This is an optimization exercise on Yosys and OpenROAD, whose aim is small area, not a production implementation. Where RTL was checked, it was by simulation tests only, not by an equivalence proof against the original. The clock port is modelled as an ideal driver, which makes a skipped or thinned clock tree look cheaper than it is; a real chip needs a root buffer or a tree. Power is estimated from default activity; no workload was simulated.

==> module readinput, before the edit <==
module readinput(
    input clk, rst,
    input [15:0] SW,
    output reg [3:0] car_nb,
    output wire [15:0] sel,
    output wire enter, exit
    );
    reg [15:0] presentn;   
    wire [15:0] present = ~presentn;
    reg diffr, diff2, ev, bq;
    assign enter = ev & bq;
    assign exit = ev & ~bq;
    reg [3:0] code;
    wire [15:0] d = SW ^ present;
    wire [3:0] hi = {|(d & 16'hff00), |(d & 16'hf0f0), |(d & 16'hcccc), |(d & 16'haaaa)};
    wire [3:0] lo = {|(d & 16'h00ff), |(d & 16'h0f0f), |(d & 16'h3333), |(d & 16'h5555)};
    wire multi = |(hi & lo);
    assign sel = 16'd1 << car_nb;
    wire b = |(sel & present);
    always @(posedge clk) begin
        code <= multi ? 4'd0 : hi;
        bq <= b;
        if (diffr) car_nb <= code;
        if (!rst) begin
            presentn <= 16'hffff;
            diffr <= 1'b0;
            diff2 <= 1'b0;
            ev <= 1'b0;
        end else begin
            presentn <= ~SW;
            diffr <= hi[0] | lo[0];
            diff2 <= diffr;
            ev <= diff2;
        end
    end
endmodule
export LEC_CHECK = 0
export CAP_MARGIN = 20
export CORE_MARGIN = 2
export CORE_UTILIZATION = 40
export SLEW_MARGIN = 20
create_clock -name core_clock -period 10.0 [get_ports {clk}]
standard.sh (not shown) runs the stock make flow with config.mk's settings and CLKGATE_MAP_FILE= SYNTH_SCRIPT=/design/flow/synth_recipe.tcl, a recipe that flattens the netlist after the stock synthesis.
==> flow/flow/run.sh <==
#!/bin/bash
# The standard layout (standard.sh) with:
#  - synthesis: the standard script, but the logic is mapped by the smallest
#    of several area-oriented ABC scripts (synth.tcl), and no half-adder cells
#  - port buffers: buf_1 instead of the default
#  - one tie cell drives all the constant outputs
#  - clock: the clock port drives a few clock buffers, each driving a group
#    of registers (cts.tcl)
set -euo pipefail
F=$PWD/flow
export ABC_SCRIPTS="$(ls $F/abc_*.script | tr '\n' ' ')"
export CLOCK_BUF_CELL=${CLOCK_BUF_CELL:-sky130_fd_sc_hd__clkbuf_8}
export CLOCK_GROUPS=${CLOCK_GROUPS:-4}
export CLOCK_ROOT_CELL=${CLOCK_ROOT_CELL:-}
bash standard.sh \
  "SYNTH_SCRIPT=$F/synth.tcl" \
  "ADDER_MAP_FILE=" \
  "BUFFER_PORTS_ARGS=-buffer_cell sky130_fd_sc_hd__buf_1" \
  "PRE_CTS_TCL=$F/cts.tcl" \
  "SKIP_REPAIR_TIE_FANOUT=1" \
  finish > standard.log 2>&1
Other scripts of this flow, unchanged in this note and not shown: flow/flow/abc_a3.script, flow/flow/abc_b7.script, flow/flow/abc_b8.script, flow/flow/abc_c2.script, flow/flow/abc_c3.script, flow/flow/abc_c5.script, flow/flow/abc_c6.script, flow/flow/abc_c8.script, flow/flow/abc_d1.script, flow/flow/abc_d2.script, flow/flow/abc_d3.script, flow/flow/abc_d4.script, flow/flow/abc_d5.script, flow/flow/abc_d6.script, flow/flow/abc_d7.script, flow/flow/abc_d8.script, flow/flow/abc_d9.script, flow/flow/abc_e1.script, flow/flow/abc_e2.script, flow/flow/abc_e3.script, flow/flow/cts.tcl, flow/flow/synth.tcl
The first run completed with no timing, DRC or antenna violations.
Edit:
--- a/flow/design.v
+++ b/flow/design.v
@@ -3,13 +3,11 @@
     input [15:0] SW,
     output reg [3:0] car_nb,
     output wire [15:0] sel,
-    output wire enter, exit
+    output reg enter, exit
     );
     reg [15:0] presentn;   
     wire [15:0] present = ~presentn;
-    reg diffr, diff2, ev, bq;
-    assign enter = ev & bq;
-    assign exit = ev & ~bq;
+    reg diffr, diff2;
     reg [3:0] code;
     wire [15:0] d = SW ^ present;
     wire [3:0] hi = {|(d & 16'hff00), |(d & 16'hf0f0), |(d & 16'hcccc), |(d & 16'haaaa)};
@@ -19,18 +17,19 @@
     wire b = |(sel & present);
     always @(posedge clk) begin
         code <= multi ? 4'd0 : hi;
-        bq <= b;
         if (diffr) car_nb <= code;
         if (!rst) begin
             presentn <= 16'hffff;
             diffr <= 1'b0;
             diff2 <= 1'b0;
-            ev <= 1'b0;
+            enter <= 1'b0;
+            exit <= 1'b0;
         end else begin
             presentn <= ~SW;
             diffr <= hi[0] | lo[0];
             diff2 <= diffr;
-            ev <= diff2;
+            enter <= diff2 & b;
+            exit <= diff2 & ~b;
         end
     end
 endmodule
- The changed run passed the timing, design-rule and antenna checks
- synthesized area came out lower slightly
- maximum frequency came out lower slightly
- final cell count came out lower by a few percent
- total power came out higher slightly
- critical path depth is unchanged
- routed wire length came out lower slightly
- core utilization came out lower by 0.56 points
- cell area came out lower slightly
- first-iteration DRC count came out lower by roughly a tenth
- combinational power came out lower by a few percent
- flip-flop and latch count is unchanged
Only the layout flow was run in the first run of this note; the RTL was not checked for function there. In every run of this note, the design's own scripts or RTL, not TritonCTS, make the clock network.


Another version of the RTL of top (not shown whole).
Size in the first run: roughly 69 flip-flops, roughly 60 I/O pins.
==> flow/design.v (excerpt) <==
module top(
    clk, rst, BTNL, BTNR, BTNU, BTND, BTNC, SW,
    LED, TriLED1, TriLED2, seg, digit
    );
    input clk;
    input rst;
    input BTNL, BTNR, BTNU, BTND, BTNC;
    input [15:0] SW;
    output [15:0] LED;
    output [6:0] seg;
    output [7:0] digit;
    output [2:0] TriLED1, TriLED2;
    wire enter, exit, full, pw_correct, pwdone, pw_entered, pwstart, we, v, leave;
    wire [3:0] car_nb;
    wire [15:0] sel;
    wire [1:0] segstate;
    assign TriLED1 = {1'b0, pwstart, 1'b0};
    readinput RI(.clk(clk), .rst(rst), .SW(SW), .car_nb(car_nb), .sel(sel), .enter(enter), .exit(exit));
    pwcheck PWC(.clk(clk), .rst(rst), .exit(exit), .enter(enter), .full(full),
        .BTNL(BTNL), .BTNR(BTNR), .BTNU(BTNU), .BTND(BTND), .BTNC(BTNC),
        .we(we), .v(v), .leave(leave), .pwstart(pwstart), .pwdone(pwdone), .pw_correct(pw_correct));
    parking_controller PC(.clk(clk), .rst(rst), .enter(enter), .we(we), .v(v), .leave(leave),
        .pw_correct(pw_correct), .pwdone(pwdone), .sel(sel), .full(full), .LED(LED), .segstate(segstate));
    pwread PWR(.BTNL(BTNL), .BTNR(BTNR), .BTNU(BTNU), .BTND(BTND), .BTNC(BTNC),
        .pw_entered(pw_entered), .TriLED2(TriLED2));
    sevensegment SS(.clk(clk), .rst(rst), .segstate(segstate), .digit(digit), .seg(seg));
endmodule
==> module readinput, before the edit <==
module readinput(
    input clk, rst,
    input [15:0] SW,
    output reg [3:0] car_nb,
    output wire [15:0] sel,
    output reg enter, exit
    );
    reg [15:0] presentn;   
    wire [15:0] present = ~presentn;
    reg diffr, diff2;
    reg [3:0] code;
    wire [15:0] d = SW ^ present;
    wire [3:0] hi = {|(d & 16'hff00), |(d & 16'hf0f0), |(d & 16'hcccc), |(d & 16'haaaa)};
    wire [3:0] lo = {|(d & 16'h00ff), |(d & 16'h0f0f), |(d & 16'h3333), |(d & 16'h5555)};
    wire multi = |(hi & lo);
    assign sel = 16'd1 << car_nb;
    wire b = |(sel & present);
    always @(posedge clk) begin
        code <= multi ? 4'd0 : hi;
        if (diffr) car_nb <= code;
        if (!rst) begin
            presentn <= 16'hffff;
            diffr <= 1'b0;
            diff2 <= 1'b0;
            enter <= 1'b0;
            exit <= 1'b0;
        end else begin
            presentn <= ~SW;
            diffr <= hi[0] | lo[0];
            diff2 <= diffr;
            enter <= diff2 & b;
            exit <= diff2 & ~b;
        end
    end
endmodule
==> module parking_controller, before the edit <==
module parking_controller(
    input clk, rst, enter, we, v, leave, pw_correct, pwdone,
    input [15:0] sel,
    output wire full,
    output reg [15:0] LED,
    output reg [1:0] segstate
    );
    assign full = &LED;
    integer i;
    always @(posedge clk) begin
        if (!rst) begin
            LED <= 16'd0;
            segstate <= 2'b01;
        end else begin
            for (i = 0; i < 16; i = i + 1)
                if (we & sel[i]) LED[i] <= v;
            if (full & ~leave) segstate <= 2'b00;
            else if (enter | leave) segstate <= 2'b01;
            else if (pwdone) segstate <= pw_correct ? 2'b10 : 2'b11;
        end
    end
endmodule
==> flow/config.mk <==
export PLATFORM = sky130hd
export DESIGN_NAME = top
export DESIGN_NICKNAME = top
export VERILOG_FILES = /design/flow/design.v
export SDC_FILE = /design/flow/constraint.sdc
export NUM_CORES = 4
export LEC_CHECK = 0
export CAP_MARGIN = 20
export CORE_MARGIN = 2
export CORE_UTILIZATION = 40
export SLEW_MARGIN = 20
==> flow/constraint.sdc <==
create_clock -name core_clock -period 10.0 [get_ports {clk}]
set_input_delay 2.0000 -clock core_clock [delete_from_list [all_inputs] [get_ports {clk}]]
set_output_delay 2.0000 -clock core_clock [all_outputs]
set_load 0.01 [all_outputs]
Scripts as last shown in full above: flow/flow/run.sh
Other scripts of this flow, unchanged in this note and not shown: flow/flow/abc_a3.script, flow/flow/abc_b7.script, flow/flow/abc_b8.script, flow/flow/abc_c2.script, flow/flow/abc_c3.script, flow/flow/abc_c5.script, flow/flow/abc_c6.script, flow/flow/abc_c8.script, flow/flow/abc_d1.script, flow/flow/abc_d2.script, flow/flow/abc_d3.script, flow/flow/abc_d4.script, flow/flow/abc_d5.script, flow/flow/abc_d6.script, flow/flow/abc_d7.script, flow/flow/abc_d8.script, flow/flow/abc_d9.script, flow/flow/abc_e1.script, flow/flow/abc_e2.script, flow/flow/abc_e3.script, flow/flow/abc_ja_100_0.script, flow/flow/abc_ja_20_0.script, flow/flow/abc_jn_100_5.script, flow/flow/abc_jn_20_0.script, flow/flow/abc_jn_20_1.script, flow/flow/abc_jn_20_5.script, flow/flow/cts.tcl, flow/flow/synth.tcl
Rerun with:
--- a/flow/design.v
+++ b/flow/design.v
@@ -1,57 +1,58 @@
 module readinput(
     input clk, rst,
     input [15:0] SW,
     output reg [3:0] car_nb,
     output wire [15:0] sel,
-    output reg enter, exit
+    output wire enter, exit
     );
     reg [15:0] presentn;   
     wire [15:0] present = ~presentn;
-    reg diffr, diff2;
+    reg diffr, diff2, ev, bq;
+    assign enter = ev & bq;
+    assign exit = ev & ~bq;
     reg [3:0] code;
     wire [15:0] d = SW ^ present;
     wire [3:0] hi = {|(d & 16'hff00), |(d & 16'hf0f0), |(d & 16'hcccc), |(d & 16'haaaa)};
     wire [3:0] lo = {|(d & 16'h00ff), |(d & 16'h0f0f), |(d & 16'h3333), |(d & 16'h5555)};
     wire multi = |(hi & lo);
     assign sel = 16'd1 << car_nb;
     wire b = |(sel & present);
     always @(posedge clk) begin
         code <= multi ? 4'd0 : hi;
+        bq <= b;
         if (diffr) car_nb <= code;
         if (!rst) begin
             presentn <= 16'hffff;
             diffr <= 1'b0;
             diff2 <= 1'b0;
-            enter <= 1'b0;
-            exit <= 1'b0;
+            ev <= 1'b0;
         end else begin
             presentn <= ~SW;
             diffr <= hi[0] | lo[0];
             diff2 <= diffr;
-            enter <= diff2 & b;
-            exit <= diff2 & ~b;
+            ev <= diff2;
         end
     end
 endmodule
 module parking_controller(
     input clk, rst, enter, we, v, leave, pw_correct, pwdone,
     input [15:0] sel,
     output wire full,
     output reg [15:0] LED,
     output reg [1:0] segstate
     );
     assign full = &LED;
     integer i;
+    always @(posedge clk)
+        for (i = 0; i < 16; i = i + 1)
+            if (~rst | (we & sel[i])) LED[i] <= v & rst;
     always @(posedge clk) begin
         if (!rst) begin
-            LED <= 16'd0;
             segstate <= 2'b01;
         end else begin
-            for (i = 0; i < 16; i = i + 1)
-                if (we & sel[i]) LED[i] <= v;
             if (full & ~leave) segstate <= 2'b00;
             else if (enter | leave) segstate <= 2'b01;
             else if (pwdone) segstate <= pw_correct ? 2'b10 : 2'b11;
         end
     end
 endmodule
Effect: Synthesized cell count drops by a few percent; total power climbs by a few percent; die area drops slightly; utilization climbs by 0.11 points; cell count drops by a few percent; routed wire length drops by a little under a tenth; clock skew drops by 0.0031 ns; hold slack stays flat; worst setup slack gains 0.055 ns; register-to-register slack barely changes; flip-flop and latch count stays the same; via count drops by a little under a tenth.
Function not checked in the second run of this note: the RTL went through the layout flow alone. No run of this note takes its clock network from TritonCTS; it comes from the design's own scripts or RTL.

-- afterwards: timing with drivers on the ports --
In the flow no input, the clock included, has a driving cell. The finished layouts below were timed again as built, in two steps. Step 1 assumes that a clkbuf_16 drives the clock port and a buf_2 every other input. Step 2 also shifts input and output timing later by t, the mid clock arrival at the registers, as if the neighbouring blocks saw the same clock. a / b / c = no drivers / after step 1 / after step 2; a / b = the first two.
| run | shift t [ns] | setup WS [ns] | hold WS [ns] | worst data-port slew with drivers (ns) |
|---|---|---|---|---|
| the first run of note 1 | 0.214 | 4.810 / 4.785 / 4.785 | 0.387 / 0.387 / 0.387 | 0.03 |
| the second run of note 1 | 0.220 | 4.730 / 4.708 / 4.708 | 0.383 / 0.383 / 0.383 | 0.03 |
| the first run of note 2 | 0.214 | 4.650 / 4.629 / 4.629 | 0.388 / 0.388 / 0.388 | 0.03 |
| the second run of note 2 | 0.216 | 4.705 / 4.683 / 4.683 | 0.388 / 0.388 / 0.388 | 0.03 |
After both steps setup and hold are still met in every run listed. The setup slack of the first run of note 1, which loses most, moves by -0.025 ns with the drivers and by -0.025 ns with both steps.
